From an optimization exercise on the open Yosys and OpenROAD flow, aimed at small area, a short achievable clock period and few clock cycles per item; shortcuts taken in it are not production practice.
In this exercise RTL edits were held to simulation tests only and were not proved equivalent to the original.
Power and IR drop assume default switching activity.

==> flow/design.v, too long to show whole: its modules and the start of the top module <==
// module multiplier: 1039 lines
// module mul_fa: 4 lines
// module mul_ha: 4 lines
module multiplier(
  output [63:0] prod,
  output busy,
  input [31:0] mc,
  input [31:0] mp,
  input clk,
  input rst,
  input start);
  // ...
==> flow/flow/run.sh <==
#!/bin/bash
# Layout flow: the standard flow (standard synthesis and ORFS steps), except
# that the port buffers inserted before global placement are buf_2 cells
# instead of the delay-cell buffers ORFS picks by default. Every input and
# output port still gets its own buffer.
set -euo pipefail
export BUFFER_PORTS_ARGS="-buffer_cell sky130_fd_sc_hd__buf_2"
bash standard.sh finish > standard_flow.log 2>&1
==> flow/standard.sh <==
#!/bin/bash
# synth_recipe.tcl (not shown) runs the flow's synth.tcl, then flattens the netlist and writes it again
# the make line also repeats each setting of config.mk as NAME=value (left out here)
make -C /OpenROAD-flow-scripts/flow DESIGN_CONFIG=/design/flow/config.mk WORK_HOME=/design/flow/orfs CLKGATE_MAP_FILE= SYNTH_SCRIPT=/design/flow/synth_recipe.tcl "${@:-finish}"
==> flow/config.mk <==
export PLATFORM = sky130hd
export DESIGN_NAME = multiplier
export DESIGN_NICKNAME = multiplier
export VERILOG_FILES = /design/flow/design.v
export SDC_FILE = /design/flow/constraint.sdc
export NUM_CORES = 4
export LEC_CHECK = 0
export CAP_MARGIN = 20
export CORE_MARGIN = 2
export CORE_UTILIZATION = 55
export SETUP_SLACK_MARGIN = 0.05
export SLEW_MARGIN = 20
export SYNTH_HIERARCHICAL = 1
export SYNTH_MINIMUM_KEEP_SIZE = 0
==> flow/constraint.sdc <==
create_clock -name core_clock -period 4.0 [get_ports {clk}]
set_input_delay 0.8000 -clock core_clock [delete_from_list [all_inputs] [get_ports {clk}]]
set_output_delay 0.8000 -clock core_clock [all_outputs]
set_load 0.01 [all_outputs]
==> summary.txt, run 1 <==
Power
  • Switch Pwr: 6940 µW
  • Sw frac: 0.442
  • Pleak: 0.00744 µW
  • Total power: 15,700 µW
  • VDD IR-drop max: 0.000639 V
  • Seq pwr share: 0.249
  • Comb power: 10,100 µW

Global route
  • GR Util All Layers: 0.306
  • GR peak layer: met2
  • First-pass GRT wire length: 70,300 µm

Timing
  • Worst slew pin tran: 0.645 ns
  • Max Slew Vio Count: 0
  • Max-Slew Margin vs Limit: 0.570

Die
  • # rows: 62
  • IO Pins: 132
  • Core area: 0.0287 mm²
  • Width of the die: 175 µm

Synth
  • Synth Area in XOR/XNOR: 0.135
  • Syn. warnings: 7
  • Post-synthesis mux area share: 0.0415
  • Ys flop type: edfxtp_1
  • Synth top area share: 0.240
  • Synth top area cells: fa_1, edfxtp_1, xnor2_1

Setup path
  • Worst Setup EP: S[22]
  • CP startpoint kind: flop
  • WP buf/inv: 1

Cells and area
  • Fillcell total: 2,369
  • Leading cell type in the layout, fill and taps excluded: xnor2_1
  • Clock-cell share: 0.0328
  • #MultiIn Comb: 1,094
  • Post-Layout Inst Area: 0.0186 mm²

Drt
  • Drt total wl: 45,500 µm
  • DRT Pass-1 Iters: 5
  • Routed Antenna Nets: 0
  • Met1 Wirelength: 20,000 µm

Clock tree
  • Clock transition at path regs: 0.08 ns
  • Post-CTS sizing: 6
  • Deepest clock path buffer count: 2
  • # Post-CTS Setup Buffers: 1

Worst hold path
  • Hold Crit Class: flop to flop

Outcome
  • Status: complete, no violations

Placement
  • Placed Area: 0.0177 mm²
Testbench counts, summed over its fixed seeds: cycles 9,600, items 3,200.
==> run 2, diff against run 1 <==
--- a/flow/config.mk
+++ b/flow/config.mk
@@ -10,3 +10,3 @@
 export CORE_UTILIZATION = 55
-export SETUP_SLACK_MARGIN = 0.05
+export SETUP_SLACK_MARGIN = 0.1
 export SLEW_MARGIN = 20
==> run 2 against run 1 <==
  * Via count up 1.1%
  * Sequential cell count unchanged
  * Largest cell class unchanged
  * Worst hold slack gained 0.0089 ns
  * Synthesized area stayed put
  * Maximum frequency grew 0.68%
  * Global-route usage down 0.36 points
  * Non-clock buffer count grew 12
  * Synthesized cell count is the same
  * Sequential power is 1% lower
==> summary.txt, run 2 <==
Setup path
  • CP dominant cell by count: fa_1
  • Delay-heaviest family, CP: adder cells
  • Crit Path Class: flop to flop
  • WP buf/inv: 1 (unchanged)
  • CP max FO: 16
  • CP startpoint kind: flop
  • Crit path arrival time: 4.05 ns
  • Slowest-stage cell, CP: fa_1
  • Req. time, crit path: 4.20 ns
  • Worst path max stage delay: 0.53 ns
  • Critical-path cell list: buf_12 > a22oi_1 > xnor2_1 > fa_1 > fa_1 > fa_1 > fa_1 > fa_1 > ha_1
  • Setup crit end kind: flop

Global route
  • Number of global-route vias before repair: 11,900
  • Pin count of the biggest net entering global routing: 59
  • First-pass GRT wire length: 69,600 µm (-0.97%)
  • Total gr overflow: 0
  • GR Util All Layers: 0.302 (-0.00359)
  • Initial antenna violation count: 1

Cells and area
  • Multi-input logic area: 0.0110 mm²
  • Nets: 1,934
  • Sequential Area: 0.00436 mm²
  • Final core occ: 0.647
  • Largest regs: M (32), S (32), C (31)
  • Leading cell type in the layout, fill and taps excluded: xnor2_1
  • Fillcell total: 2,391 (+0.93%)
  • Area growth, synth to finish: 15.8%
  • Highest-count cells in the layout ignoring fill and taps: xnor2_1, fa_1, buf_2, buf_4, o22ai_1
  • Layout cells sized above 1: 0.248

Worst hold path
  • Hold Crit Class: flop to flop

Timing
  • Worst slew pin tran: 0.619 ns (-0.0265 ns)
  • Max Slew Vio Count: 0 (unchanged)
  • Tmin final: 3.85 ns
  • Fmax: 0.260 GHz
  • Final hold slack: 0.422 ns
  • Worst setup margin: 0.148 ns
  • RSZ-0062 raised after global routing: yes
  • Hold Vio Cnt, Final: 0
  • Final setup violating endpoints: 0
  • Max-Slew Margin vs Limit: 0.587 (+0.0177)
  • Period utilization: 0.963
  • Skew final: 0.0159 ns
  • Setup TNS Final: 0 ns

Synth
  • Largest area contributor in the netlist: fa_1
  • Ys async rst share: 0
  • Post-Synth Simple-Gate Area: 0.0711
  • Ys flop type: edfxtp_1
  • Sequential cell area fraction in the yosys report: 0.271
  • Synth cell count leaders: xnor2_1, fa_1, o22ai_1
  • Synth top area share: 0.240 (unchanged)
  • Syn Area/Cell: 11.0 µm²
  • Cell variety after synth: 66
  • Number of synthesized flops with an enable pin: 102
  • Mapped Area: 0.0160 mm²
  • Cell with the most instances after synthesis: xnor2_1
  • Synth Area in XOR/XNOR: 0.135 (unchanged)
  • Register bit total from synthesis: 166
  • Post-Synth Adder-Cell Area: 0.285
  • Syn. warnings: 7 (unchanged)
  • Largest family of logic cells by synthesized area: adder cells
  • Synth top area cells: fa_1, edfxtp_1, xnor2_1
  • Compound-gate portion of the synthesized area: 0.133
  • Post-Syn Instances: 1,459
  • Post-synthesis mux area share: 0.0415 (unchanged)

Drt
  • DRT Pass-1 Iters: 5 (unchanged)
  • DR vias/cell: 5.86
  • Metal3 WL: 2570 µm
  • WL/cell: 22.4 µm
  • DRT iter0 DRCs: 923
  • Routed Antenna Nets: 0 (unchanged)
  • Met2 WL: 21,400 µm
  • DR vias: 11,800
  • Met1 Wirelength: 19,900 µm (-0.45%)
  • Drc violations: 0
  • Uppermost routed layer: met4
  • Drt total wl: 45,200 µm (-0.60%)

Die
  • Core area: 0.0287 mm² (unchanged)
  • Initial Util: 0.559
  • Total die area: 0.0306 mm²
  • Die height: 175 µm
  • IO Pins: 132 (unchanged)
  • Width of the die: 175 µm (unchanged)
  • # rows: 62 (unchanged)

Placement
  • Placer Congestion: 0.904
  • I/O Buffers: 131
  • Dpl ws: -0.250 ns
  • Detailed placer's ending HPWL: 35,600 µm

Clock tree
  • H-tree depth: 4
  • Num CTS Buffers: 17
  • Clock tree root driver cell: clkbuf_16
  • Deepest clock path buffer count: 2 (unchanged)
  • # clock sinks: 166
  • Clock transition at path regs: 0.08 ns (about the same)
  • Worst-Skew Late Latency: 0.45 ns
  • CTS Hold Bufs: 0
  • CTS tree: yes

Power
  • Combinational fraction of design power: 0.651
  • Switch Pwr: 6860 µW (-1.2%)
  • Clock power share: 0.103
  • Int Pwr: 8810 µW
  • Pleak: 0.00746 µW (+0.28%)
  • VDD IR-drop max: 0.000573 V (-10%)
  • Power Dens Cells: 844 mW/mm²
  • Sw frac: 0.438 (-0.00384)
  • Seq pwr share: 0.247 (-0.002)

Outcome
  • Status: complete, no violations

Run
  • Max-cap violations: 0
-- run 2: changes by cell type in the layout (fill, tap and decap cells not counted), moves of 3 or more --
| cell | previous run | this run |
|---|---|---|
| buf_4 | 113 | 127 |
| clkinv_8 | 6 | 0 |
| fa_1 | 175 | 178 |
| fa_2 | 17 | 14 |
| ha_1 | 58 | 55 |
| inv_6 | 1 | 8 |
| inv_8 | 5 | 1 |
-- run 2: worst register-to-register path, stage by stage (launching register included) --
cell and delay [ns]:
dfxtp_4 0.38, buf_12 0.16, a22oi_1 0.22, xnor2_1 0.17, fa_1 0.49, fa_1 0.53, fa_1 0.41, fa_1 0.52
fa_1 0.42, ha_1 0.30
-- run 2: stage by stage --
| step | area (µm²) | total power (µW) | std cells |
|---|---|---|---|
| floorplan | 16300 | 10900 | 1463 |
| global placement | 17700 | 13700 | 1958 |
| detailed placement | 17700 | 13900 | 1958 |
| CTS | 18300 | 15600 | 1993 |
| global route | 18600 | 17100 | 2015 |
| finish | 18600 | 15700 | 2015 |
-- run 2: kinds of logic (layout without fill, tap and decap cells) --
group	count (synthesis)	after routing
other cells	1	6
xor+xnor	248	248
flops	166	166
buf+inv	203	370
fa+ha+maj	250	250
mux	65	65
compound gates	308	308
simple gates	218	218
-- run 2: final timing paths --
kind | from | to | slack, ns | depth (start not counted)
worst max register to register | d_one[0] | S[0] | 0.15 | 9
worst min-delay path | cnt[0] | cnt[0] | 0.42 | 1
worst min register to register | cnt[0] | cnt[0] | 0.42 | 1
worst max-delay path | d_one[0] | S[0] | 0.15 | 9
-- run 2: power by group through the flow --
stage	registers, µW	logic (µW)	clock network, µW
2_1_floorplan	3680	7240	0
6_report	3870	10200	1610
5_1_grt	3940	11500	1700
3_5_place_dp	3920	9960	0
4_1_cts	3890	10100	1630
3_3_place_gp	3920	9770	0
-- run 2: Yosys stat by module, one instance, submodules excluded --
module      flops+latches  cells  area (µm²)
multiplier            166   1260       12100
mul_ha                  0      1        12.5
mul_fa                  0      1        20.0
-- run 2: cell type report --
cell class              instances  area share
multi-input cells            1094       0.591
inverters                      59      0.0119
clock buffers                  19      0.0233
diodes                          1    0.000135
repair buffers                279       0.107
clock inverters                13     0.00593
flip-flops and latches        166       0.235
well taps                     384      0.0259
-- run 2: layer usage --
| metal | global-route usage | vias up |
|---|---|---|
| met5 | 0 | - |
| met4 | 0.108 | 0 |
| met3 | 0.0457 | 75 |
| met2 | 0.478 | 402 |
| met1 | 0.426 | 5955 |
| li1 | - | 5371 |
-- run 2: repair_timing --
action	4_1_cts	5_1_grt
pin swaps	2	20
setup endpoints to repair	22	65
setup buffers	3	21
gates cloned	0	0
resized for setup	3	33
==> run 3, diff against run 2 <==
--- a/flow/config.mk
+++ b/flow/config.mk
@@ -10,2 +10,3 @@
 export CORE_UTILIZATION = 55
+export CTS_BUF_LIST = sky130_fd_sc_hd__clkbuf_8
 export SETUP_SLACK_MARGIN = 0.1
==> run 3 against run 2 <==
  * Die area did not move
  * Cell count is essentially flat
  * Sequential cell count did not move
  * Setup slack better by 0.0095 ns
  * Final area decreased by 0.87%
  * Critical path type unchanged
  * Highest routed layer unchanged
==> summary.txt, run 3 <==
Outcome
  • Status: complete, no violations

Worst hold path
  • Worst Hold End: cnt[0]
  • Hold Crit Class: flop to flop
  • Hold path cells: 1 (unchanged)
  • Hold Startpoint: cnt[0]

Clock tree
  • CTS Hold Bufs: 0 (unchanged)
  • Clock tree root driver cell: clkbuf_8
  • # clock sinks: 166 (unchanged)
  • Clock transition at path regs: 0.11 ns (+0.03 ns)
  • CTS tree: yes
  • Deepest clock path buffer count: 2 (unchanged)
  • H-tree depth: 4 (unchanged)
  • Num CTS Buffers: 17 (unchanged)
  • Worst-Skew Late Latency: 0.50 ns (+0.05 ns)

Power
  • Total power: 15,200 µW (-2.8%)
  • VDD IR-drop max: 0.000572 V (-0.12%)
  • Power Dens Cells: 828 mW/mm² (-1.9%)
  • Pleak: 0.00739 µW (-0.92%)

Die
  • # rows: 62 (unchanged)
  • IO Pins: 132 (unchanged)
  • Width of the die: 175 µm (unchanged)
  • Core area: 0.0287 mm² (unchanged)
  • Initial Util: 0.559 (unchanged)
  • Total die area: 0.0306 mm² (unchanged)
  • Die height: 175 µm (unchanged)

Timing
  • RSZ-0062 raised after global routing: yes
  • Max Slew Vio Count: 0 (unchanged)
  • Skew final: 0.0232 ns (+0.00725 ns)
  • Setup TNS Final: 0 ns (unchanged)
  • Fmax: 0.260 GHz (+0.25%)
  • Final setup violating endpoints: 0 (unchanged)
  • Tmin final: 3.84 ns (-0.00951 ns)
  • Hold Vio Cnt, Final: 0 (unchanged)
  • Max-Slew Margin vs Limit: 0.595 (+0.00777)
  • Period utilization: 0.961 (-0.00238)
  • Final hold slack: 0.424 ns (+0.00204 ns)
  • Worst slew pin tran: 0.607 ns (-0.0117 ns)

Setup path
  • Reg2reg start: d_two[0]
  • Crit path arrival time: 4.10 ns (+0.05 ns)
  • Setup crit end kind: flop
  • CP dominant cell by count: fa_1
  • Crit Path Class: flop to flop
  • Worst path max stage delay: 0.52 ns (about the same)
  • Critical-path cell list: buf_4 > a22oi_1 > xnor2_1 > fa_1 > fa_1 > fa_1 > fa_1 > fa_1 > ha_1
  • Req. time, crit path: 4.25 ns (+0.05 ns)
  • CP startpoint kind: flop
  • R2R setup slack: 0.16 ns (about the same)
  • Slowest-stage cell, CP: fa_1
  • CP max FO: 6 (-10)
  • R2R cell count: 9 (unchanged)
  • R2r endpoint: S[0]

Drt
  • Drc violations: 0 (unchanged)
  • Drt total wl: 44,900 µm (-0.59%)
  • Routed Antenna Nets: 0 (unchanged)
  • DR vias: 11,800 (-0.017%)
  • DRT Pass-1 Iters: 8 (+3)
  • DRT iter0 DRCs: 902 (-2.3%)
  • DR vias/cell: 5.85 (about the same)
  • WL/cell: 22.3 µm (-0.64%)

Cells and area
  • Leading cell type in the layout, fill and taps excluded: xnor2_1
  • Highest-count cells in the layout ignoring fill and taps: xnor2_1, fa_1, buf_2, buf_4, o22ai_1
  • Fillcell total: 2,406 (+0.63%)
  • Area growth, synth to finish: 14.8%
  • Nets: 1,935 (+0.052%)
  • Largest regs: M (32), S (32), C (31)
  • Fin cells: 2,016 (+0.050%)
  • Post-Layout Inst Area: 0.0184 mm² (-0.87%)
  • Layout cells sized above 1: 0.251 (+0.00291)

Synth
  • Sequential cell area fraction in the yosys report: 0.271 (unchanged)
  • Register bit total from synthesis: 166 (unchanged)
  • Syn. warnings: 7 (unchanged)
  • Synth top area cells: fa_1, edfxtp_1, xnor2_1
  • Synth top area share: 0.240 (unchanged)
  • Number of synthesized flops with an enable pin: 102 (unchanged)
  • Cell variety after synth: 66 (unchanged)
  • Mapped Area: 0.0160 mm² (unchanged)
  • Ys flop type: edfxtp_1
  • Post-Syn Instances: 1,459 (unchanged)
  • Cell with the most instances after synthesis: xnor2_1
  • Largest area contributor in the netlist: fa_1
  • Syn Area/Cell: 11.0 µm² (unchanged)
  • Ys async rst share: 0 (unchanged)
  • Synth cell count leaders: xnor2_1, fa_1, o22ai_1

Global route
  • Number of global-route vias before repair: 11,900 (+0.20%)
  • Pin count of the biggest net entering global routing: 59 (unchanged)
  • Initial antenna violation count: 1 (unchanged)
  • Total gr overflow: 0 (unchanged)
  • GR Util All Layers: 0.302 (about the same)
  • First-pass GRT wire length: 69,700 µm (about the same)

Placement
  • Placed Area: 0.0177 mm² (unchanged)
  • Detailed placer's ending HPWL: 35,600 µm (unchanged)
  • Placed instance count: 1,958 (unchanged)
  • I/O Buffers: 131 (unchanged)
  • Placer Congestion: 0.904 (unchanged)

Run
  • Max-cap violations: 0 (unchanged)
-- run 3: changes by cell type in the layout (fill, tap and decap cells not counted), sizes merged --
| cell | previous run | this run |
|---|---|---|
| clkbuf | 19 | 17 |
| inv | 68 | 70 |
| buf | 279 | 280 |
-- run 3: metal layers --
| layer | global-route usage | vias up | part of all wire |
|---|---|---|---|
| li1 | - | 5368 | - |
| met1 | 0.428 | 5961 | 0.44 |
| met2 | 0.479 | 407 | 0.47 |
| met3 | 0.0407 | 65 | 0.057 |
| met4 | 0.110 | 0 | 0.031 |
| met5 | 0 | - | 0 |
-- run 3: layout make-up --
type	count	area [µm²]	area share
Tap cell	384	480	0.0261
Inverter	59	221	0.0120
Antenna cell	1	2.50	0.000136
Clock inverter	15	118	0.00639
Clock buffer	17	234	0.0127
Sequential cell	166	4360	0.237
Timing Repair Buffer	280	2000	0.109
Multi-Input combinational cell	1094	11000	0.597
-- run 3: Yosys stat by module (local to each module, per instance) --
module | copies in the design | area, µm²
mul_fa | 192 | 20.0
mul_ha | 7 | 12.5
multiplier | 1 | 12100
-- run 3: how the worst max path moves through the flow --
stage          slack [ns]        to     start
6_report             0.16      S[0]  d_two[0]
5_1_grt             0.001  prod[50]      S[4]
4_1_cts              0.09  prod[62]        cl
3_5_place_dp        -0.25      S[0]     mp[3]
3_3_place_gp        -0.21      S[5]     mp[3]
2_1_floorplan       -0.02      S[0]     mp[7]
-- run 3: critical path, delay by kind of cell (launching register included) --
family	cells	cell delay, ns
adder cells (fa/ha/maj)	6	2.66
XOR/XNOR	1	0.17
AO/OA/AOI/OAI	1	0.19
buffers and inverters	1	0.18
flip-flops	1	0.39
-- run 3: kinds of logic (layout without fill, tap and decap cells) --
| family | Yosys count | in the layout | share of synthesized area |
|---|---|---|---|
| AND/OR/NAND/NOR | 218 | 218 | 0.0711 |
| other | 1 | 6 | 0.000234 |
| buffers and inverters | 203 | 371 | 0.0637 |
| XOR/XNOR | 248 | 248 | 0.135 |
| adder cells (fa/ha/maj) | 250 | 250 | 0.285 |
| AO/OA/AOI/OAI | 308 | 308 | 0.133 |
| flip-flops | 166 | 166 | 0.271 |
| multiplexers | 65 | 65 | 0.0415 |
-- run 3: per-stage QoR --
step	util	worst slack (ns)
3_5_place_dp	0.616	-0.250
6_report	0.642	0.158
2_1_floorplan	-	-0.0178
4_1_cts	0.631	0.0932
3_3_place_gp	0.616	-0.211
5_1_grt	0.642	0.00140
-- run 3: power by group --
group / internal [µW] / switching (µW) / total, µW
logic: 4780 / 5410 / 10200
clock network: 445 / 739 / 1180
registers: 3220 / 642 / 3860
total: 8450 / 6790 / 15200
-- run 3: timing repair --
| action | in CTS | in global routing |
|---|---|---|
| pin swaps | 2 | 23 |
| gates cloned | 0 | 0 |
| resized for setup | 7 | 34 |
| setup endpoints to repair | 32 | 71 |
| setup buffers | 3 | 22 |
==> run 4, diff against run 3 <==
--- a/flow/config.mk
+++ b/flow/config.mk
@@ -15 +15,2 @@
 export SYNTH_MINIMUM_KEEP_SIZE = 0
+export TNS_END_PERCENT = 40
==> run 4 against run 3 <==
  * Via count shrank 1.1%
  * First-iteration DRC count grew 3.7%
  * Global-route usage shrank 0.18 points
  * Utilization is essentially flat
  * Power grew 1.2%
  * Clock power grew 9%
  * Synthesized area is the same
  * Cell count shrank 0.69%
  * Non-clock buffer count shrank 13
  * Highest routed layer unchanged
  * Worst hold slack lost 0.0041 ns
  * Die area is the same
  * Sequential power is essentially flat
==> summary.txt, run 4 <==
Synth
  • Synth top area share: 0.240 (unchanged)
  • Synth cell count leaders: xnor2_1, fa_1, o22ai_1
  • Compound-gate portion of the synthesized area: 0.133 (unchanged)
  • Post-Synth Simple-Gate Area: 0.0711 (unchanged)
  • Synth Area in XOR/XNOR: 0.135 (unchanged)
  • Synth top area cells: fa_1, edfxtp_1, xnor2_1
  • Mapped Area: 0.0160 mm² (unchanged)
  • Largest family of logic cells by synthesized area: adder cells
  • Largest area contributor in the netlist: fa_1
  • Syn. warnings: 7 (unchanged)
  • Cell variety after synth: 66 (unchanged)
  • Post-Syn Instances: 1,459 (unchanged)
  • Post-synthesis mux area share: 0.0415 (unchanged)
  • Syn Area/Cell: 11.0 µm² (unchanged)
  • Number of synthesized flops with an enable pin: 102 (unchanged)
  • Cell with the most instances after synthesis: xnor2_1
  • Register bit total from synthesis: 166 (unchanged)
  • Ys flop type: edfxtp_1
  • Post-Synth Adder-Cell Area: 0.285 (unchanged)
  • Ys async rst share: 0 (unchanged)
  • Sequential cell area fraction in the yosys report: 0.271 (unchanged)

Drt
  • DR vias/cell: 5.83 (-0.40%)
  • Drc violations: 0 (unchanged)
  • DRT Pass-1 Iters: 5 (-3)
  • Drt total wl: 44,500 µm (-1.1%)
  • Routed Antenna Nets: 0 (unchanged)
  • DR vias: 11,700 (-1.1%)
  • WL/cell: 22.2 µm (-0.40%)
  • DRT iter0 DRCs: 935 (+3.7%)

Cells and area
  • Layout cells sized above 1: 0.244 (-0.00726)
  • Fin cells: 2,002 (-0.69%)
  • Area growth, synth to finish: 14.7% (about the same)
  • Antenna diodes: 0 (-1)
  • Nets: 1,922 (-0.67%)
  • Largest regs: M (32), S (32), C (31)
  • Highest-count cells in the layout ignoring fill and taps: xnor2_1, fa_1, buf_2, o22ai_1, buf_4
  • Leading cell type in the layout, fill and taps excluded: xnor2_1

Global route
  • Initial antenna violation count: 0 (-1)
  • Pin count of the biggest net entering global routing: 57 (-3.4%)
  • Total gr overflow: 0 (unchanged)
  • Number of global-route vias before repair: 11,600 (-2.5%)
  • First-pass GRT wire length: 68,900 µm (-1.1%)
  • GR Util All Layers: 0.300 (-0.00176)

Setup path
  • Worst Setup EP: S[0]
  • CP startpoint kind: flop
  • Crit path arrival time: 4.07 ns (-0.03 ns)
  • Reg2reg start: d_two[0]
  • Req. time, crit path: 4.24 ns (about the same)
  • Critical Path Start: d_two[0]
  • R2R setup slack: 0.16 ns (about the same)
  • R2R cell count: 9 (unchanged)
  • Crit Path Class: flop to flop
  • R2r endpoint: S[0]
  • CP max FO: 6 (unchanged)
  • Setup crit end kind: flop

Clock tree
  • CTS Hold Bufs: 0 (unchanged)
  • CTS tree: yes
  • Num CTS Buffers: 17 (unchanged)
  • H-tree depth: 4 (unchanged)
  • Clock tree root driver cell: clkbuf_8
  • Deepest clock path buffer count: 2 (unchanged)
  • Worst-Skew Late Latency: 0.50 ns (about the same)
  • # clock sinks: 166 (unchanged)
  • Clock transition at path regs: 0.10 ns (about the same)

Die
  • Initial Util: 0.559 (unchanged)
  • Width of the die: 175 µm (unchanged)
  • # rows: 62 (unchanged)
  • Die height: 175 µm (unchanged)
  • Core area: 0.0287 mm² (unchanged)
  • IO Pins: 132 (unchanged)
  • Total die area: 0.0306 mm² (unchanged)

Timing
  • Max Slew Vio Count: 0 (unchanged)
  • Worst slew pin tran: 0.572 ns (-0.0350 ns)
  • RSZ-0062 raised after global routing: yes
  • Skew final: 0.0263 ns (+0.00315 ns)
  • Period utilization: 0.960 (about the same)
  • Hold Vio Cnt, Final: 0 (unchanged)
  • Fmax: 0.260 GHz (about the same)
  • Worst setup margin: 0.161 ns (+0.00355 ns)
  • Tmin final: 3.84 ns (-0.00355 ns)
  • Final setup violating endpoints: 0 (unchanged)
  • Max-Slew Margin vs Limit: 0.618 (+0.0233)

Worst hold path
  • Hold Crit Class: flop to flop
  • Hold path cells: 1 (unchanged)

Placement
  • Placed instance count: 1,949 (-0.46%)
  • Placer Congestion: 0.909 (+0.53%)
  • Detailed placer's ending HPWL: 34,900 µm (-1.8%)
  • Dpl ws: -0.217 ns (+0.0326 ns)
  • I/O Buffers: 131 (unchanged)

Power
  • Pleak: 0.00736 µW (-0.39%)
  • VDD IR-drop max: 0.000566 V (-1.1%)
  • Power Dens Cells: 838 mW/mm² (+1.3%)

Outcome
  • Status: complete, no violations

Run
  • Max-cap violations: 0 (unchanged)
[run 4: modules after synthesis, one instance, submodules excluded]
module      copies in the design  flip-flops and latches  cells inside
mul_fa                       192                       0             1
mul_ha                         7                       0             1
multiplier                     1                     166          1260
[run 4: power by group]
| group | internal (µW) | leakage, µW | switching [µW] | total [µW] |
|---|---|---|---|---|
| clock network | 523 | 0.000207 | 765 | 1290 |
| registers | 3220 | 0.00159 | 669 | 3890 |
| logic | 4810 | 0.00556 | 5440 | 10200 |
| total | 8560 | 0.00736 | 6870 | 15400 |
[run 4: worst min path at each step]
stage / start / end / slack [ns]
after detailed placement: cnt[0] / cnt[0] / 0.40
after floorplan: cnt[0] / cnt[0] / 0.39
after CTS: cnt[0] / cnt[0] / 0.42
after global placement: cnt[0] / cnt[0] / 0.40
after global routing: cnt[0] / cnt[0] / 0.44
final: cnt[0] / cnt[0] / 0.42
[run 4: timing repair]
item | CTS | global route
setup endpoints to repair | 14 | 48
gates resized for setup | 6 | 35
pin swaps | 3 | 21
cloned | 0 | 0
setup buffers | 4 | 17
[run 4: worst max-delay path: stages (launching register included)]
cell     delay (ns)
dfxtp_2        0.40
buf_4          0.21
a22oi_1        0.10
xnor2_1        0.23
fa_1           0.51
fa_1           0.52
fa_1           0.40
fa_1           0.52
fa_1           0.42
ha_1           0.27
[run 4: layer usage]
layer	up-vias	GRT usage	wire length, µm
met3	50	0.0498	2700
li1	5328	-	-
met4	0	0.0868	979
met5	-	0	0
met2	400	0.477	21200
met1	5894	0.427	19600
[run 4: cell type report]
class / instances / area (µm²)
clock inverters: 15 / 161
flip-flops and latches: 166 / 4360
repair buffers: 267 / 1930
well taps: 384 / 480
multi-input cells: 1094 / 11000
fillers: 2385 / 10300
inverters: 59 / 221
clock buffers: 17 / 234
[run 4: kinds of logic (layout without fill, tap and decap cells)]
family | count (synthesis) | count (layout)
buffers and inverters | 203 | 358
AOI/OAI and AO/OA | 308 | 308
and+or+nand+nor | 218 | 218
other | 1 | 5
adders and majority gates | 250 | 250
DFF | 166 | 166
muxes | 65 | 65
xor gates and xnor gates | 248 | 248
[run 4: metrics by stage]
| step | utilization | TNS, ns | hold WS, ns | power (µW) | instance area [µm²] |
|---|---|---|---|---|---|
| 2_1_floorplan | - | -0.0466 | 0.390 | 10900 | 16300 |
| 3_3_place_gp | 0.615 | -5.12 | 0.400 | 13700 | 17700 |
| 3_5_place_dp | 0.615 | -5.98 | 0.404 | 13900 | 17700 |
| 4_1_cts | 0.632 | 0 | 0.423 | 15300 | 18100 |
| 5_1_grt | 0.641 | 0 | 0.440 | 16900 | 18400 |
| 6_report | 0.641 | 0 | 0.420 | 15400 | 18400 |
==> run 5, diff against run 4 <==
--- a/flow/config.mk
+++ b/flow/config.mk
@@ -15,2 +15,2 @@
 export SYNTH_MINIMUM_KEEP_SIZE = 0
-export TNS_END_PERCENT = 40
+export TNS_END_PERCENT = 10
==> run 5 against run 4 <==
  * Still clean on timing, DRC and antenna
  * Wire length up 4.7%
  * Register-to-register slack worse by 0.09 ns
  * Via count up 0.93%
  * Clock-buffer cell count unchanged
  * Critical endpoint is now Ls[11]
  * Highest routed layer unchanged
==> summary.txt, run 5 <==
Timing
  • Final hold slack: 0.425 ns (+0.00509 ns)
  • Skew final: 0.0181 ns (-0.00821 ns)
  • Fmax: 0.254 GHz (-2.3%)
  • RSZ-0062 raised after global routing: yes
  • Final setup violating endpoints: 0 (unchanged)
  • Max Slew Vio Count: 0 (unchanged)
  • Hold Vio Cnt, Final: 0 (unchanged)
  • Max-Slew Margin vs Limit: 0.487 (-0.131)
  • Worst slew pin tran: 0.769 ns (+0.197 ns)
  • Period utilization: 0.982 (+0.0227)
  • Tmin final: 3.93 ns (+0.0909 ns)

Power
  • Seq pwr share: 0.257 (+0.005)
  • Int Pwr: 8420 µW (-1.6%)
  • Power Dens Cells: 829 mW/mm² (-1.1%)
  • Pleak: 0.00737 µW (+0.18%)
  • Clock power share: 0.085 (+0.002)
  • Total power: 15,300 µW (-0.76%)
  • Combinational fraction of design power: 0.658 (-0.006)
  • Switch Pwr: 6890 µW (+0.33%)
  • VDD IR-drop max: 0.000632 V (+12%)
  • Sw frac: 0.450 (+0.00488)

Setup path
  • Delay-heaviest family, CP: adder cells
  • WP buf/inv: 2 (+1)
  • CP dominant cell by count: fa_2
  • Crit path arrival time: 4.21 ns (+0.14 ns)
  • Slowest-stage cell, CP: fa_2
  • CP startpoint kind: flop
  • CP max FO: 24 (+18)
  • Req. time, crit path: 4.28 ns (+0.04 ns)
  • Setup crit end kind: flop
  • Crit Path Class: flop to flop
  • Worst path max stage delay: 0.55 ns (+0.03 ns)
  • Critical-path cell list: buf_12 > mux2i_4 > inv_2 > fa_1 > fa_2 > fa_2 > fa_2 > fa_2 > ha_1

Die
  • Initial Util: 0.559 (unchanged)
  • Total die area: 0.0306 mm² (unchanged)
  • IO Pins: 132 (unchanged)
  • Die height: 175 µm (unchanged)
  • # rows: 62 (unchanged)
  • Width of the die: 175 µm (unchanged)
  • Core area: 0.0287 mm² (unchanged)

Cells and area
  • Leading cell type in the layout, fill and taps excluded: xnor2_1
  • Largest regs: M (32), S (32), C (31)
  • Area growth, synth to finish: 15.1%
  • Fillcell total: 2,405 (+0.84%)
  • Highest-count cells in the layout ignoring fill and taps: xnor2_1, fa_1, buf_2, buf_4, o22ai_1
  • Final core occ: 0.644 (+0.00227)
  • Antenna diodes: 0 (unchanged)
  • Layout cells sized above 1: 0.255 (+0.0117)
  • Nets: 1,930 (+0.42%)

Synth
  • Synth top area cells: fa_1, edfxtp_1, xnor2_1
  • Synth cell count leaders: xnor2_1, fa_1, o22ai_1
  • Ys flop type: edfxtp_1
  • Largest area contributor in the netlist: fa_1
  • Register bit total from synthesis: 166 (unchanged)
  • Number of synthesized flops with an enable pin: 102 (unchanged)
  • Syn Area/Cell: 11.0 µm² (unchanged)
  • Mapped Area: 0.0160 mm² (unchanged)
  • Synth top area share: 0.240 (unchanged)
  • Ys async rst share: 0 (unchanged)
  • Post-Syn Instances: 1,459 (unchanged)
  • Cell variety after synth: 66 (unchanged)
  • Sequential cell area fraction in the yosys report: 0.271 (unchanged)
  • Syn. warnings: 7 (unchanged)
  • Cell with the most instances after synthesis: xnor2_1

Clock tree
  • Clock tree root driver cell: clkbuf_8
  • Num CTS Buffers: 17 (unchanged)
  • H-tree depth: 4 (unchanged)
  • Deepest clock path buffer count: 2 (unchanged)
  • CTS tree: yes
  • Worst-Skew Late Latency: 0.52 ns (+0.02 ns)
  • Clock transition at path regs: 0.11 ns (about the same)
  • CTS Hold Bufs: 0 (unchanged)
  • # clock sinks: 166 (unchanged)

Drt
  • DR vias/cell: 5.86 (+0.53%)
  • Drc violations: 0 (unchanged)
  • DRT iter0 DRCs: 948 (+1.4%)
  • Drt total wl: 46,500 µm (+4.7%)
  • Routed Antenna Nets: 0 (unchanged)
  • WL/cell: 23.2 µm (+4.3%)
  • DRT Pass-1 Iters: 5 (unchanged)
  • DR vias: 11,800 (+0.93%)

Global route
  • Number of global-route vias before repair: 12,000 (+3.1%)
  • First-pass GRT wire length: 70,900 µm (+2.8%)
  • Total gr overflow: 0 (unchanged)
  • GR Util All Layers: 0.311 (+0.0108)
  • Initial antenna violation count: 0 (unchanged)
  • Pin count of the biggest net entering global routing: 53 (-7.0%)

Run
  • Max-cap violations: 0 (unchanged)

Outcome
  • Status: complete, no violations

Worst hold path
  • Hold Crit Class: flop to flop

Placement
  • I/O Buffers: 131 (unchanged)
  • Placer Congestion: 0.884 (-2.7%)
  • Detailed placer's ending HPWL: 36,200 µm (+3.6%)
-- run 5: cell counts after synthesis --
Identical to the previous run, type by type.
-- run 5: modules after synthesis, one instance, submodules excluded --
module	cell area (µm²)	flops+latches	cells inside	copies in the design
mul_fa	20.0	0	1	192
multiplier	12100	166	1260	1
mul_ha	12.5	0	1	7
-- run 5: cell families after synthesis --
| kind of cell | after synthesis | synth area share |
|---|---|---|
| other cells | 1 | 0.000234 |
| fa+ha+maj | 250 | 0.285 |
| xor+xnor | 248 | 0.135 |
| buf+inv | 203 | 0.0637 |
| simple gates | 218 | 0.0711 |
| flops | 166 | 0.271 |
| mux | 65 | 0.0415 |
| compound gates | 308 | 0.133 |
-- run 5: cell type report --
| class | count | area, µm² | share of cell area |
|---|---|---|---|
| clock buffer | 17 | 234 | 0.0127 |
| tap | 384 | 480 | 0.0260 |
| inverter | 59 | 221 | 0.0120 |
| clock inverter | 15 | 175 | 0.00948 |
| timing repair buffer | 274 | 1930 | 0.105 |
| sequential | 166 | 4360 | 0.236 |
| multi-input combinational | 1095 | 11100 | 0.599 |
-- run 5: path summary, 6_finish.rpt --
| check | depth (start not counted) | end | start | slack [ns] |
|---|---|---|---|---|
| hold / removal | 1 | cnt[0] | cnt[0] | 0.42 |
| setup reg to reg | 9 | Ls[11] | busy_r | 0.07 |
| hold reg to reg | 1 | cnt[0] | cnt[0] | 0.42 |
| setup / recovery | 9 | Ls[11] | busy_r | 0.07 |
-- run 5: per-stage QoR --
stage	cells	setup TNS, ns	cell area, µm²	worst slack [ns]
after floorplan	1463	-0.0325	16200	-0.0178
after global placement	1953	-37.19	17600	-0.696
after detailed placement	1953	-14.25	17600	-0.347
after CTS	1990	0	18100	0.0616
after global routing	2010	-0.0520	18500	-0.0501
final	2010	0	18500	0.0703
-- run 5: power groups by stage --
stage / Combinational [µW] / Clock (µW) / Sequential (µW)
4_1_cts: 9880 / 1320 / 3940
5_1_grt: 11300 / 1380 / 4000
2_1_floorplan: 7180 / 0 / 3680
3_3_place_gp: 9430 / 0 / 3980
6_report: 10100 / 1290 / 3940
3_5_place_dp: 9700 / 0 / 3990
-- run 5: layer usage --
metal,GRT usage,vias up,wire length (µm)
li1,-,5365,-
met1,0.412,5931,19300
met2,0.507,413,22600
met3,0.0701,72,3150
met4,0.109,0,1540
met5,0,-,0
-- run 5: repair_timing --
item | CTS | global route
gates resized for setup | 8 | 47
endpoints found under the setup margin | 51 | 53
buffers inserted | 5 | 19
pin swaps | 4 | 29
cloned | 0 | 1
==> run 6, diff against run 5 <==
--- a/flow/config.mk
+++ b/flow/config.mk
@@ -11,3 +11,3 @@
 export CTS_BUF_LIST = sky130_fd_sc_hd__clkbuf_8
-export SETUP_SLACK_MARGIN = 0.1
+export SETUP_SLACK_MARGIN = 0.15
 export SLEW_MARGIN = 20
@@ -15,2 +15 @@
 export SYNTH_MINIMUM_KEEP_SIZE = 0
-export TNS_END_PERCENT = 10
==> run 6 against run 5 <==
  * Non-clock buffer count is 3 higher
  * Still clean on timing, DRC and antenna
  * Clock power hardly changed
  * Critical endpoint is now prod[62]
  * Combinational power is 5% higher
  * First-iteration DRC count is 2.7% lower
  * Worst hold slack better by 0.0031 ns
  * Clock skew is 0.0023 ns higher
  * Sequential power is 2% lower
  * Power is 2.7% higher
  * Cell count is 0.15% higher
  * Utilization is 0.51 points higher
  * Synthesized area stayed put
  * Via count is 0.14% higher
==> summary.txt, run 6 <==
Synth
  • Register bit total from synthesis: 166 (unchanged)
  • Largest area contributor in the netlist: fa_1
  • Syn Area/Cell: 11.0 µm² (unchanged)
  • Synth top area share: 0.240 (unchanged)
  • Post-Syn Instances: 1,459 (unchanged)
  • Synth cell count leaders: xnor2_1, fa_1, o22ai_1
  • Ys flop type: edfxtp_1
  • Synth top area cells: fa_1, edfxtp_1, xnor2_1
  • Syn. warnings: 7 (unchanged)
  • Number of synthesized flops with an enable pin: 102 (unchanged)
  • Mapped Area: 0.0160 mm² (unchanged)
  • Cell with the most instances after synthesis: xnor2_1
  • Ys async rst share: 0 (unchanged)
  • Cell variety after synth: 66 (unchanged)
  • Sequential cell area fraction in the yosys report: 0.271 (unchanged)

Die
  • Width of the die: 175 µm (unchanged)
  • Core area: 0.0287 mm² (unchanged)
  • Initial Util: 0.559 (unchanged)
  • Die height: 175 µm (unchanged)
  • IO Pins: 132 (unchanged)
  • Total die area: 0.0306 mm² (unchanged)
  • # rows: 62 (unchanged)

Timing
  • Worst setup margin: 0.185 ns (+0.115 ns)
  • RSZ-0062 raised after global routing: yes
  • Period utilization: 0.954 (-0.0288)
  • Worst slew pin tran: 0.634 ns (-0.135 ns)
  • Final setup violating endpoints: 0 (unchanged)
  • Max-Slew Margin vs Limit: 0.577 (+0.0901)
  • Hold Vio Cnt, Final: 0 (unchanged)
  • Tmin final: 3.81 ns (-0.115 ns)
  • Fmax: 0.262 GHz (+3.0%)
  • Skew final: 0.0204 ns (+0.00226 ns)
  • Max Slew Vio Count: 0 (unchanged)

Setup path
  • Worst Setup EP: prod[62]
  • R2R cell count: 9 (unchanged)
  • R2R setup slack: 0.19 ns (+0.12 ns)
  • Reg2reg start: d_two[0]
  • Crit Path Class: flop to primary output
  • CP startpoint kind: flop
  • Req. time, crit path: 3.20 ns (-1.08 ns)
  • Crit path arrival time: 3.01 ns (-1.20 ns)
  • R2r endpoint: S[12]
  • Critical Path Start: S[8]
  • CP max FO: 5 (-79%)
  • Setup crit end kind: primary output

Global route
  • Initial antenna violation count: 1 (+1)
  • Total gr overflow: 0 (unchanged)
  • First-pass GRT wire length: 70,700 µm (-0.21%)
  • GR Util All Layers: 0.307 (-0.00389)
  • Pin count of the biggest net entering global routing: 65 (+23%)
  • Number of global-route vias before repair: 12,100 (+0.65%)

Drt
  • Drt total wl: 45,400 µm (-2.4%)
  • Drc violations: 0 (unchanged)
  • DR vias/cell: 5.86 (about the same)
  • DRT iter0 DRCs: 922 (-2.7%)
  • WL/cell: 22.6 µm (-2.5%)
  • Routed Antenna Nets: 0 (unchanged)
  • DRT Pass-1 Iters: 7 (+2)
  • DR vias: 11,800 (+0.14%)

Clock tree
  • # clock sinks: 166 (unchanged)
  • Num CTS Buffers: 17 (unchanged)
  • Deepest clock path buffer count: 2 (unchanged)
  • H-tree depth: 4 (unchanged)
  • CTS tree: yes
  • CTS Hold Bufs: 0 (unchanged)
  • Clock tree root driver cell: clkbuf_8
  • Worst-Skew Late Latency: 0.48 ns (-0.04 ns)
  • Clock transition at path regs: 0.10 ns (about the same)

Placement
  • I/O Buffers: 131 (unchanged)
  • Placer Congestion: 0.905 (+2.4%)
  • Dpl ws: -0.199 ns (+0.148 ns)
  • Detailed placer's ending HPWL: 35,600 µm (-1.7%)
  • Placed instance count: 1,957 (+0.20%)

Cells and area
  • Nets: 1,932 (+0.10%)
  • Leading cell type in the layout, fill and taps excluded: xnor2_1
  • Fin cells: 2,013 (+0.15%)
  • Layout cells sized above 1: 0.276 (+0.0206)
  • Highest-count cells in the layout ignoring fill and taps: xnor2_1, fa_1, buf_2, buf_4, o22ai_1
  • Largest regs: M (32), S (32), C (31)
  • Area growth, synth to finish: 16.0%
  • Fillcell total: 2,437 (+1.3%)

Power
  • Pleak: 0.00738 µW (+0.16%)
  • Power Dens Cells: 845 mW/mm² (+1.9%)
  • VDD IR-drop max: 0.000453 V (-28%)

Run
  • Max-cap violations: 0 (unchanged)

Outcome
  • Status: complete, no violations

Worst hold path
  • Hold Crit Class: flop to flop
==> run 6: cell counts after synthesis <==
Identical to the previous run, type by type.
==> run 6: cells by family (layout without fill, tap and decap cells) <==
group / Yosys count / count (layout) / share of synthesized area
AOI/OAI and AO/OA: 308 / 308 / 0.133
other: 1 / 6 / 0.000234
muxes: 65 / 65 / 0.0415
xor gates and xnor gates: 248 / 248 / 0.135
DFF: 166 / 166 / 0.271
and+or+nand+nor: 218 / 218 / 0.0711
buffers and inverters: 203 / 368 / 0.0637
adders and majority gates: 250 / 250 / 0.285
==> run 6: area by class of cell <==
class                      count  area, µm²  share of cell area
multi-input combinational   1094      11200               0.601
sequential                   166       4360               0.234
timing repair buffer         277       1970               0.106
tap                          384        480              0.0258
clock buffer                  18        248              0.0133
inverter                      59        221              0.0119
clock inverter                14        151             0.00813
antenna                        1       2.50            0.000134
==> run 6: through the flow <==
stage | power, µW | instance area (µm²) | util | setup TNS, ns | hold WS [ns]
2_1_floorplan | 11000 | 16300 | - | -0.0466 | 0.390
3_3_place_gp | 13800 | 17700 | 0.618 | -2.96 | 0.399
3_5_place_dp | 14100 | 17700 | 0.618 | -4.45 | 0.408
4_1_cts | 15600 | 18300 | 0.638 | 0 | 0.426
5_1_grt | 17200 | 18600 | 0.649 | 0 | 0.443
6_report | 15700 | 18600 | 0.649 | 0 | 0.428
==> run 6: worst min-delay path by stage <==
stage,slack [ns],cells after the start,to,start
finish,0.43,1,cnt[0],cnt[0]
global placement,0.40,1,cnt[0],cnt[0]
global route,0.44,1,cnt[0],cnt[0]
CTS,0.43,1,cnt[0],cnt[0]
floorplan,0.39,1,cnt[0],cnt[0]
detailed placement,0.41,1,cnt[0],cnt[0]
==> run 6: timing repair <==
item / 4_1_cts / 5_1_grt
hold endpoints to repair: 0 / 0
endpoints found under the setup margin: 55 / 38
pin swaps: 5 / 32
gates resized for setup: 15 / 50
setup buffers: 12 / 11
==> run 6: Yosys stat by module (local to each module, per instance) <==
module / cell area [µm²] / flip-flops and latches
multiplier: 12100 / 166
mul_fa: 20.0 / 0
mul_ha: 12.5 / 0
==> run 6: per-layer routing <==
layer / track usage / share of wire / vias to the layer above
li1: - / - / 5365
met3: 0.0524 / 0.072 / 50
met5: 0 / 0 / -
met4: 0.0747 / 0.023 / 0
met2: 0.507 / 0.48 / 437
met1: 0.426 / 0.42 / 5945
==> run 6: worst max-delay path: stages (launching register included) <==
cell,delay (ns)
edfxtp_1,0.54
a21oi_2,0.26
o21ai_2,0.15
a221oi_2,0.31
buf_4,0.18
a211oi_2,0.10
o2111ai_1,0.23
buf_4,0.18
nand3b_1,0.13
a21oi_2,0.19
xnor2_1,0.12
buf_2,0.14
==> run 6: report_power, final <==
part           total, µW  internal, µW  switching (µW)
registers           3850          3220             628
clock network       1300           540             758
logic              10600          4950            5620
total              15700          8720            7010
==> run 7, diff against run 6 <==
--- a/flow/config.mk
+++ b/flow/config.mk
@@ -10,3 +10,2 @@
 export CORE_UTILIZATION = 55
-export CTS_BUF_LIST = sky130_fd_sc_hd__clkbuf_8
 export SETUP_SLACK_MARGIN = 0.15
==> run 7 against run 6 <==
  * Still clean on timing, DRC and antenna
  * Sequential cell count did not move
  * Cell count barely moved
  * Combinational power barely moved
  * Sequential share of layout area fell by 0.21 points
  * Utilization rose by 0.59 points
  * Power rose by 2.8%
  * Non-clock buffer count fell by 2
  * Clock power rose by 32%
  * Via count fell by 0.28%
  * Clock-buffer cell count did not move
  * Critical path type is now flop to flop
  * Largest power group unchanged
==> summary.txt, run 7 <==
Outcome
  • Status: complete, no violations

Drt
  • Uppermost routed layer: met4
  • Drc violations: 0 (unchanged)
  • Met1 Wirelength: 19,500 µm (+1.9%)
  • DR vias: 11,800 (-0.28%)
  • DR vias/cell: 5.85 (-0.18%)
  • Drt total wl: 45,700 µm (+0.55%)
  • Routed Antenna Nets: 0 (unchanged)
  • Metal3 WL: 2930 µm (-9.8%)
  • Met2 WL: 22,100 µm (+0.70%)
  • DRT iter0 DRCs: 807 (-12%)
  • WL/cell: 22.7 µm (+0.65%)
  • DRT Pass-1 Iters: 7 (unchanged)

Setup path
  • CP startpoint kind: flop
  • Setup crit end kind: flop
  • Crit Path Class: flop to flop
  • Req. time, crit path: 4.18 ns (+0.98 ns)
  • Critical-path cell list: buf_12 > a22oi_2 > xnor2_1 > fa_1 > fa_1 > fa_1 > fa_1 > fa_1 > ha_1
  • CP dominant cell by count: fa_1
  • Worst path max stage delay: 0.54 ns (about the same)
  • Crit path arrival time: 3.98 ns (+0.97 ns)
  • Slowest-stage cell, CP: fa_1
  • CP max FO: 11 (+6)

Synth
  • Synth Area in XOR/XNOR: 0.135 (unchanged)
  • Largest area contributor in the netlist: fa_1
  • Post-Synth Simple-Gate Area: 0.0711 (unchanged)
  • Post-synthesis mux area share: 0.0415 (unchanged)
  • Cell variety after synth: 66 (unchanged)
  • Synth cell count leaders: xnor2_1, fa_1, o22ai_1
  • Sequential cell area fraction in the yosys report: 0.271 (unchanged)
  • Syn. warnings: 7 (unchanged)
  • Mapped Area: 0.0160 mm² (unchanged)
  • Number of synthesized flops with an enable pin: 102 (unchanged)
  • Largest family of logic cells by synthesized area: adder cells
  • Post-Syn Instances: 1,459 (unchanged)
  • Post-Synth Adder-Cell Area: 0.285 (unchanged)
  • Register bit total from synthesis: 166 (unchanged)
  • Syn Area/Cell: 11.0 µm² (unchanged)
  • Compound-gate portion of the synthesized area: 0.133 (unchanged)
  • Synth top area share: 0.240 (unchanged)
  • Cell with the most instances after synthesis: xnor2_1
  • Ys async rst share: 0 (unchanged)
  • Ys flop type: edfxtp_1
  • Synth top area cells: fa_1, edfxtp_1, xnor2_1

Timing
  • Hold Vio Cnt, Final: 0 (unchanged)
  • Max-Slew Margin vs Limit: 0.572 (-0.00509)
  • Fmax: 0.263 GHz (+0.43%)
  • Setup TNS Final: 0 ns (unchanged)
  • RSZ-0062 raised after global routing: yes
  • Final hold slack: 0.424 ns (-0.00409 ns)
  • Worst slew pin tran: 0.642 ns (+0.00764 ns)
  • Worst setup margin: 0.202 ns (+0.0164 ns)
  • Final setup violating endpoints: 0 (unchanged)
  • Tmin final: 3.80 ns (-0.0164 ns)
  • Max Slew Vio Count: 0 (unchanged)
  • Period utilization: 0.950 (-0.00410)
  • Skew final: 0.0148 ns (-0.00562 ns)

Cells and area
  • Fin cells: 2,011 (-0.099%)
  • Nets: 1,930 (-0.10%)
  • Highest-count cells in the layout ignoring fill and taps: xnor2_1, fa_1, buf_2, o22ai_1, buf_4
  • Final core occ: 0.654 (+0.00593)
  • Leading cell type in the layout, fill and taps excluded: xnor2_1
  • Fillcell total: 2,406 (-1.3%)
  • Largest regs: M (32), S (32), C (31)
  • Layout cells sized above 1: 0.269 (-0.00704)
  • Sequential Area: 0.00436 mm² (unchanged)
  • Area growth, synth to finish: 17.1%
  • Multi-input logic area: 0.0112 mm² (-0.19%)

Global route
  • GR Util All Layers: 0.309 (+0.00154)
  • Number of global-route vias before repair: 12,100 (+0.27%)
  • Initial antenna violation count: 1 (unchanged)
  • Pin count of the biggest net entering global routing: 65 (unchanged)
  • Total gr overflow: 0 (unchanged)
  • First-pass GRT wire length: 70,900 µm (+0.21%)

Clock tree
  • Clock transition at path regs: 0.07 ns (-0.03 ns)
  • Num CTS Buffers: 17 (unchanged)
  • # clock sinks: 166 (unchanged)
  • H-tree depth: 4 (unchanged)
  • Clock tree root driver cell: clkbuf_16
  • Deepest clock path buffer count: 2 (unchanged)
  • Worst-Skew Late Latency: 0.44 ns (-0.04 ns)
  • CTS tree: yes
  • CTS Hold Bufs: 0 (unchanged)

Die
  • Initial Util: 0.559 (unchanged)
  • # rows: 62 (unchanged)
  • IO Pins: 132 (unchanged)
  • Width of the die: 175 µm (unchanged)
  • Total die area: 0.0306 mm² (unchanged)
  • Die height: 175 µm (unchanged)
  • Core area: 0.0287 mm² (unchanged)

Power
  • Sw frac: 0.438 (-0.00771)
  • Combinational fraction of design power: 0.655 (-0.018)
  • Seq pwr share: 0.239 (-0.006)
  • Int Pwr: 9090 µW (+4.3%)
  • Switch Pwr: 7090 µW (+1.1%)
  • VDD IR-drop max: 0.000456 V (+0.54%)
  • Power Dens Cells: 861 mW/mm² (+1.9%)
  • Pleak: 0.00746 µW (+1.0%)
  • Clock power share: 0.106 (+0.023)

Placement
  • Dpl ws: -0.199 ns (unchanged)
  • Placer Congestion: 0.905 (unchanged)
  • Placed instance count: 1,957 (unchanged)
  • I/O Buffers: 131 (unchanged)
  • Detailed placer's ending HPWL: 35,600 µm (unchanged)

Worst hold path
  • Hold Crit Class: flop to flop

Run
  • Max-cap violations: 0 (unchanged)
run 7: final timing paths:
path | startpoint | depth (start not counted) | endpoint | slack [ns]
worst min register to register | cnt[0] | 1 | cnt[0] | 0.42
worst max register to register | d_one[0] | 9 | S[1] | 0.20
worst min-delay path | cnt[0] | 1 | cnt[0] | 0.42
worst max-delay path | d_one[0] | 9 | S[1] | 0.20
run 7: final cells by class:
class | instances | area share
repair buffers | 275 | 0.105
clock inverters | 14 | 0.00806
diodes | 1 | 0.000133
well taps | 384 | 0.0256
inverters | 59 | 0.0118
multi-input cells | 1094 | 0.594
flip-flops and latches | 166 | 0.232
clock buffers | 18 | 0.0234
run 7: what timing repair did:
item | in CTS | in global routing
endpoints found under the setup margin | 53 | 64
pin swaps | 4 | 23
setup buffers | 6 | 15
gates resized for setup | 12 | 49
run 7: logic make-up (layout without fill, tap and decap cells):
logic type               after synthesis  after routing
AO/OA/AOI/OAI                        308            308
XOR/XNOR                             248            248
adder cells (fa/ha/maj)              250            250
buffers and inverters                203            366
flip-flops                           166            166
multiplexers                          65             65
other                                  1              6
AND/OR/NAND/NOR                      218            218
run 7: metal layers:
metal,vias to the layer above,track usage
met2,404,0.509
met3,50,0.0507
li1,5355,-
met1,5955,0.425
met4,0,0.0861
met5,-,0
run 7: metrics by stage:
step	cell area, µm²	power, µW
4_1_cts	18500	16000
3_3_place_gp	17700	13800
6_report	18800	16200
5_1_grt	18800	17600
3_5_place_dp	17700	14100
2_1_floorplan	16300	11000
run 7: power groups by stage:
stage                     Combinational [µW]  Clock [µW]  Sequential [µW]
after global routing                   11900        1800             3940
final                                  10600        1710             3870
after floorplan                         7290           0             3680
after global placement                  9950           0             3890
after CTS                              10400        1740             3850
after detailed placement               10200           0             3890
run 7: modules after synthesis, one instance, submodules excluded:
module	flops+latches	cells
mul_fa	0	1
mul_ha	0	1
multiplier	166	1260
run 7: worst max-delay path: cells and delay by family (launching register included):
kind | cells | cell delay, ns
adders and majority gates | 6 | 2.65
buffers and inverters | 1 | 0.16
xor gates and xnor gates | 1 | 0.17
AOI/OAI and AO/OA | 1 | 0.17
DFF | 1 | 0.39
==> run 8, diff against run 7 <==
--- a/flow/config.mk
+++ b/flow/config.mk
@@ -9,4 +9,4 @@
 export CORE_MARGIN = 2
-export CORE_UTILIZATION = 55
-export SETUP_SLACK_MARGIN = 0.15
+export CORE_UTILIZATION = 50
+export SETUP_SLACK_MARGIN = 0.1
 export SLEW_MARGIN = 20
==> run 8 against run 7 <==
  * Worst hold slack worse by 0.0012 ns
  * Critical endpoint is now S[3]
  * Via count down 0.90%
  * Wire length down 0.14%
  * Synthesized area unchanged
  * Register-to-register slack worse by 0.05 ns
  * Sequential power about the same
  * Combinational power about the same
  * Non-clock buffer count down 5
  * Global-route usage down 2.6 points
==> summary.txt, run 8 <==
Cells and area
  • Layout cells sized above 1: 0.249 (-0.0201)
  • Leading cell type in the layout, fill and taps excluded: xnor2_1
  • Largest regs: M (32), S (32), C (31)
  • Post-Layout Inst Area: 0.0187 mm² (-0.27%)
  • Nets: 1,925 (-0.26%)
  • Area growth, synth to finish: 16.8%
  • Highest-count cells in the layout ignoring fill and taps: xnor2_1, fa_1, buf_2, o22ai_1, buf_4
  • Antenna diodes: 0 (-1)

Timing
  • Tmin final: 3.85 ns (+0.0517 ns)
  • Fmax: 0.260 GHz (-1.3%)
  • Skew final: 0.00990 ns (-0.00487 ns)
  • Hold Vio Cnt, Final: 0 (unchanged)
  • Max-Slew Margin vs Limit: 0.582 (+0.0104)
  • Final hold slack: 0.423 ns (-0.00121 ns)
  • Period utilization: 0.962 (+0.0129)
  • Max Slew Vio Count: 0 (unchanged)
  • Worst slew pin tran: 0.626 ns (-0.0157 ns)
  • Worst setup margin: 0.150 ns (-0.0517 ns)
  • RSZ-0062 raised after global routing: yes
  • Final setup violating endpoints: 0 (unchanged)

Power
  • Total power: 16,100 µW (-0.70%)
  • Pleak: 0.00750 µW (+0.53%)
  • Power Dens Cells: 857 mW/mm² (-0.43%)
  • VDD IR-drop max: 0.000545 V (+20%)

Global route
  • Number of global-route vias before repair: 12,100 (-0.42%)
  • GR Util All Layers: 0.283 (-0.0262)
  • Initial antenna violation count: 0 (-1)
  • Pin count of the biggest net entering global routing: 60 (-7.7%)
  • Met1 Usage GRT: 0.379 (-0.0459)
  • Met2 Use GR: 0.457 (-0.0521)
  • Total gr overflow: 0 (unchanged)
  • GR Util met3: 0.0661 (+0.0154)
  • First-pass GRT wire length: 70,600 µm (-0.42%)
  • GR peak layer: met2

Setup path
  • R2R setup slack: 0.15 ns (-0.05 ns)
  • Crit Path Class: flop to flop
  • WP buf/inv: 1 (unchanged)
  • Crit path arrival time: 4.06 ns (+0.08 ns)
  • CP dominant cell by count: fa_1
  • Setup crit end kind: flop
  • Critical-path cell list: buf_12 > a22oi_1 > xnor2_1 > fa_1 > fa_1 > fa_1 > fa_1 > fa_1 > ha_1
  • Worst path max stage delay: 0.51 ns (-0.03 ns)
  • CP startpoint kind: flop
  • Req. time, crit path: 4.21 ns (+0.03 ns)
  • Slowest-stage cell, CP: fa_1
  • CP max FO: 18 (+7)
  • Delay-heaviest family, CP: adder cells

Run
  • Max-cap violations: 0 (unchanged)

Drt
  • Drc violations: 0 (unchanged)
  • Routed Antenna Nets: 0 (unchanged)
  • Drt total wl: 45,600 µm (-0.14%)
  • DR vias/cell: 5.76 (-1.5%)
  • WL/cell: 22.5 µm (-0.73%)
  • DR vias: 11,700 (-0.90%)
  • DRT Pass-1 Iters: 5 (-2)
  • DRT iter0 DRCs: 858 (+6.3%)

Die
  • Total die area: 0.0335 mm² (+9.8%)
  • Width of the die: 183 µm (+4.8%)
  • Initial Util: 0.508 (-0.0505)
  • Die height: 183 µm (+4.8%)
  • Core area: 0.0316 mm² (+9.9%)
  • IO Pins: 132 (unchanged)
  • # rows: 65 (+4.8%)

Synth
  • Synth cell count leaders: xnor2_1, fa_1, o22ai_1
  • Mapped Area: 0.0160 mm² (unchanged)
  • Cell with the most instances after synthesis: xnor2_1
  • Sequential cell area fraction in the yosys report: 0.271 (unchanged)
  • Number of synthesized flops with an enable pin: 102 (unchanged)
  • Post-Syn Instances: 1,459 (unchanged)
  • Syn Area/Cell: 11.0 µm² (unchanged)
  • Syn. warnings: 7 (unchanged)
  • Cell variety after synth: 66 (unchanged)
  • Synth top area cells: fa_1, edfxtp_1, xnor2_1
  • Ys flop type: edfxtp_1
  • Synth top area share: 0.240 (unchanged)
  • Register bit total from synthesis: 166 (unchanged)
  • Ys async rst share: 0 (unchanged)
  • Largest area contributor in the netlist: fa_1

Placement
  • I/O Buffers: 131 (unchanged)
  • Detailed placer's ending HPWL: 35,600 µm (about the same)
  • Dpl ws: -0.161 ns (+0.0382 ns)
  • Placed Area: 0.0178 mm² (+0.13%)
  • Placer Congestion: 0.952 (+5.1%)

Outcome
  • Status: complete, no violations

Clock tree
  • Clock tree root driver cell: clkbuf_16
  • Num CTS Buffers: 17 (unchanged)
  • Clock transition at path regs: 0.07 ns (about the same)
  • H-tree depth: 4 (unchanged)
  • CTS tree: yes
  • Worst-Skew Late Latency: 0.46 ns (+0.02 ns)
  • Deepest clock path buffer count: 2 (unchanged)
  • # clock sinks: 166 (unchanged)

Worst hold path
  • Hold Crit Class: flop to flop
run 8: cell counts after synthesis:
Identical to the previous run, type by type.
run 8: what timing repair did:
item	in CTS	in global routing
hold buffers	0	0
setup buffers	7	9
pin swaps	4	8
resized for setup	6	27
cloned	0	1
endpoints found under the hold margin	0	0
setup endpoints to repair	17	45
run 8: worst register-to-register path: cells and delay by family, from the launching register on:
kind	cells	cell delay (ns)
adders and majority gates	6	2.65
DFF	1	0.37
xor gates and xnor gates	1	0.27
buffers and inverters	1	0.17
AOI/OAI and AO/OA	1	0.14
run 8: power breakdown:
part / leakage (µW) / switching [µW] / internal (µW)
combinational: 0.00558 / 5460 / 4810
sequential: 0.00159 / 659 / 3230
clock: 0.000324 / 759 / 1150
run 8: logic make-up after synthesis:
logic type	after synthesis	share of synthesized area
mux	65	0.0415
flops	166	0.271
other cells	1	0.000234
compound gates	308	0.133
simple gates	218	0.0711
fa+ha+maj	250	0.285
buf+inv	203	0.0637
xor+xnor	248	0.135
run 8: path summary, 6_finish.rpt:
| kind | from | end | depth (start not counted) |
|---|---|---|---|
| setup / recovery | d_one[0] | S[3] | 9 |
| setup reg to reg | d_one[0] | S[3] | 9 |
| hold / removal | cnt[0] | cnt[0] | 1 |
| hold reg to reg | cnt[0] | cnt[0] | 1 |
run 8: metal layers:
layer | routed length, µm | vias up
met2 | 21700 | 421
met5 | 0 | -
met1 | 19400 | 5841
met4 | 1120 | 0
met3 | 3400 | 55
li1 | - | 5341
run 8: metrics by stage:
step	utilization	setup TNS [ns]	cells
2_1_floorplan	-	-0.0466	1463
3_3_place_gp	0.563	-3.16	1974
3_5_place_dp	0.563	-3.84	1974
4_1_cts	0.588	0	2013
5_1_grt	0.594	0	2023
6_report	0.594	0	2023
run 8: per-module statistics from Yosys, one instance, submodules excluded:
module / area (µm²) / flops+latches
mul_fa: 20.0 / 0
mul_ha: 12.5 / 0
multiplier: 12100 / 166
run 8: final cells by class:
type                    count  area [µm²]
clock buffers              19         453
clock inverters            13         216
fillers                  2684       12800
inverters                  59         221
multi-input cells        1094       11000
flip-flops and latches    166        4350
well taps                 402         503
repair buffers            270        1970
==> run 9, diff against run 8 <==
--- a/flow/config.mk
+++ b/flow/config.mk
@@ -9,3 +9,3 @@
 export CORE_MARGIN = 2
-export CORE_UTILIZATION = 50
+export CORE_UTILIZATION = 60
 export SETUP_SLACK_MARGIN = 0.1
==> run 9 against run 8 <==
  * Setup slack worse by 0.028 ns
  * Synthesized area unchanged
  * Die area down 16%
  * Sequential share of layout area about the same
  * Utilization up 12 points
  * Combinational power about the same
  * Register-to-register slack worse by 0.03 ns
  * Clock skew up 0.0084 ns
  * Final area up 0.21%
  * Synthesized cell count unchanged
  * Via count up 3.0%
  * Clock power down 8%
  * Largest cell class unchanged
  * Highest routed layer unchanged
==> summary.txt, run 9 <==
Outcome
  • Status: complete, no violations

Clock tree
  • Deepest clock path buffer count: 2 (unchanged)
  • # clock sinks: 166 (unchanged)
  • Clock tree root driver cell: clkbuf_16

Timing
  • Setup TNS Final: 0 ns (unchanged)
  • Hold Vio Cnt, Final: 0 (unchanged)
  • Max Slew Vio Count: 0 (unchanged)
  • Period utilization: 0.969 (+0.00695)
  • Final setup violating endpoints: 0 (unchanged)
  • Fmax: 0.258 GHz (-0.72%)
  • Tmin final: 3.88 ns (+0.0278 ns)

Synth
  • Ys async rst share: 0 (unchanged)
  • Syn. warnings: 7 (unchanged)
  • Post-Synth Simple-Gate Area: 0.0711 (unchanged)
  • Cell with the most instances after synthesis: xnor2_1
  • Post-Syn Instances: 1,459 (unchanged)
  • Ys flop type: edfxtp_1
  • Number of synthesized flops with an enable pin: 102 (unchanged)
  • Largest family of logic cells by synthesized area: adder cells
  • Cell variety after synth: 66 (unchanged)
  • Mapped Area: 0.0160 mm² (unchanged)
  • Register bit total from synthesis: 166 (unchanged)
  • Synth top area cells: fa_1, edfxtp_1, xnor2_1
  • Post-synthesis mux area share: 0.0415 (unchanged)

Cells and area
  • Multi-input logic area: 0.0111 mm² (+0.72%)
  • Leading cell type in the layout, fill and taps excluded: xnor2_1

Worst hold path
  • Worst Hold End: cnt[0]
  • Hold path cells: 1 (unchanged)

Die
  • Width of the die: 168 µm (-8.5%)
  • IO Pins: 132 (unchanged)
  • Core area: 0.0261 mm² (-17%)

Global route
  • Pin count of the biggest net entering global routing: 55 (-8.3%)
  • Total gr overflow: 0 (unchanged)
  • Number of global-route vias before repair: 12,100 (+0.025%)
  • First-pass GRT wire length: 70,400 µm (-0.18%)

Drt
  • Drc violations: 0 (unchanged)
  • Drt total wl: 45,900 µm (+0.55%)
  • DR vias: 12,000 (+3.0%)
  • WL/cell: 23.3 µm (+3.1%)
  • DR vias/cell: 6.09 (+5.6%)

Setup path
  • Crit Path Class: flop to flop
  • CP max FO: 6 (-12)
  • Req. time, crit path: 4.18 ns (-0.03 ns)
  • Reg2reg start: d_one[0]

Placement
  • Placer Congestion: 0.912 (-4.2%)
  • I/O Buffers: 131 (unchanged)

Power
  • Combinational fraction of design power: 0.644 (+0.005)
  • Pleak: 0.00755 µW (+0.69%)
  • Switch Pwr: 7070 µW (+2.8%)
[run 9: cell types whose count changed in the layout (fill, tap and decap cells not counted), moves of 4 or more]
cell,before,now
mux2i_2,8,4
clkinv_8,0,5
buf_4,117,130
buf_6,1,6
bufinv_16,5,0
mux2i_1,40,44
inv_8,1,5
[run 9: cell type report]
cell class	instances	share of cell area
Clock inverter	14	0.00940
Tap cell	335	0.0223
Antenna cell	1	0.000133
Timing Repair Buffer	285	0.109
Multi-Input combinational cell	1094	0.591
Inverter	59	0.0118
Sequential cell	166	0.232
Clock buffer	18	0.0240
[run 9: stage by stage]
| step | power [µW] | setup slack [ns] | cells |
|---|---|---|---|
| 2_1_floorplan | 10900 | -0.0178 | 1463 |
| 3_3_place_gp | 13400 | -0.549 | 1907 |
| 3_5_place_dp | 13700 | -0.570 | 1907 |
| 4_1_cts | 15700 | 0.0705 | 1949 |
| 5_1_grt | 17300 | 0.0496 | 1972 |
| 6_report | 15900 | 0.122 | 1972 |
[run 9: how the worst max path moves through the flow]
stage,startpoint,endpoint,slack [ns],cells after the start
floorplan,mp[7],S[0],-0.02,9
global placement,mp[3],S[22],-0.55,11
detailed placement,mp[3],Ls[10],-0.57,11
CTS,cl,prod[36],0.07,13
global route,d_one[0],S[2],0.05,9
finish,d_one[0],S[2],0.12,9
[run 9: routing by layer]
layer / routed length [µm] / vias up / global-route usage / share of wire
met3: 4340 / 76 / 0.0846 / 0.095
met1: 18900 / 5958 / 0.463 / 0.41
met5: 0 / - / 0 / 0
met4: 1340 / 0 / 0.113 / 0.029
li1: - / 5379 / - / -
met2: 21300 / 589 / 0.521 / 0.46
[run 9: timing repair]
action,4_1_cts,5_1_grt
endpoints found under the setup margin,65,41
setup buffers,10,22
gates resized for setup,11,34
cloned,0,0
pin swaps,6,20
hold buffers,0,0
[run 9: power by group through the flow]
stage          logic (µW)  clock network (µW)  registers [µW]
6_report            10300                1750            3930
5_1_grt             11500                1830            4010
4_1_cts             10000                1760            3910
3_5_place_dp         9700                   0            3970
3_3_place_gp         9420                   0            3960
2_1_floorplan        7240                   0            3680
[run 9: per-module statistics from Yosys (local to each module, per instance)]
module,cells inside,cell area (µm²),times used,flip-flops and latches
mul_ha,1,12.5,7,0
mul_fa,1,20.0,192,0
multiplier,1260,12100,1,166
[run 9: critical path: stages, from the launching register on]
cell and delay [ns]:
dfxtp_2 0.38, buf_6 0.17, a22oi_2 0.09, xnor2_1 0.16, fa_1 0.58, fa_2 0.49
fa_1 0.41, fa_1 0.56, fa_1 0.48, ha_1 0.31
[run 9: kinds of logic (layout without fill, tap and decap cells)]
logic type	after synthesis	in the layout
compound gates	308	308
xor+xnor	248	248
other cells	1	6
buf+inv	203	376
fa+ha+maj	250	250
flops	166	166
simple gates	218	218
mux	65	65

Check on run 9: ideal ports give 0.122 ns setup slack; a clkbuf_16 on the clock port and buf_2 on the inputs give 0.122 ns; moving port delays by the midpoint clock arrival (0.492 ns) as well gives -0.333 ns.
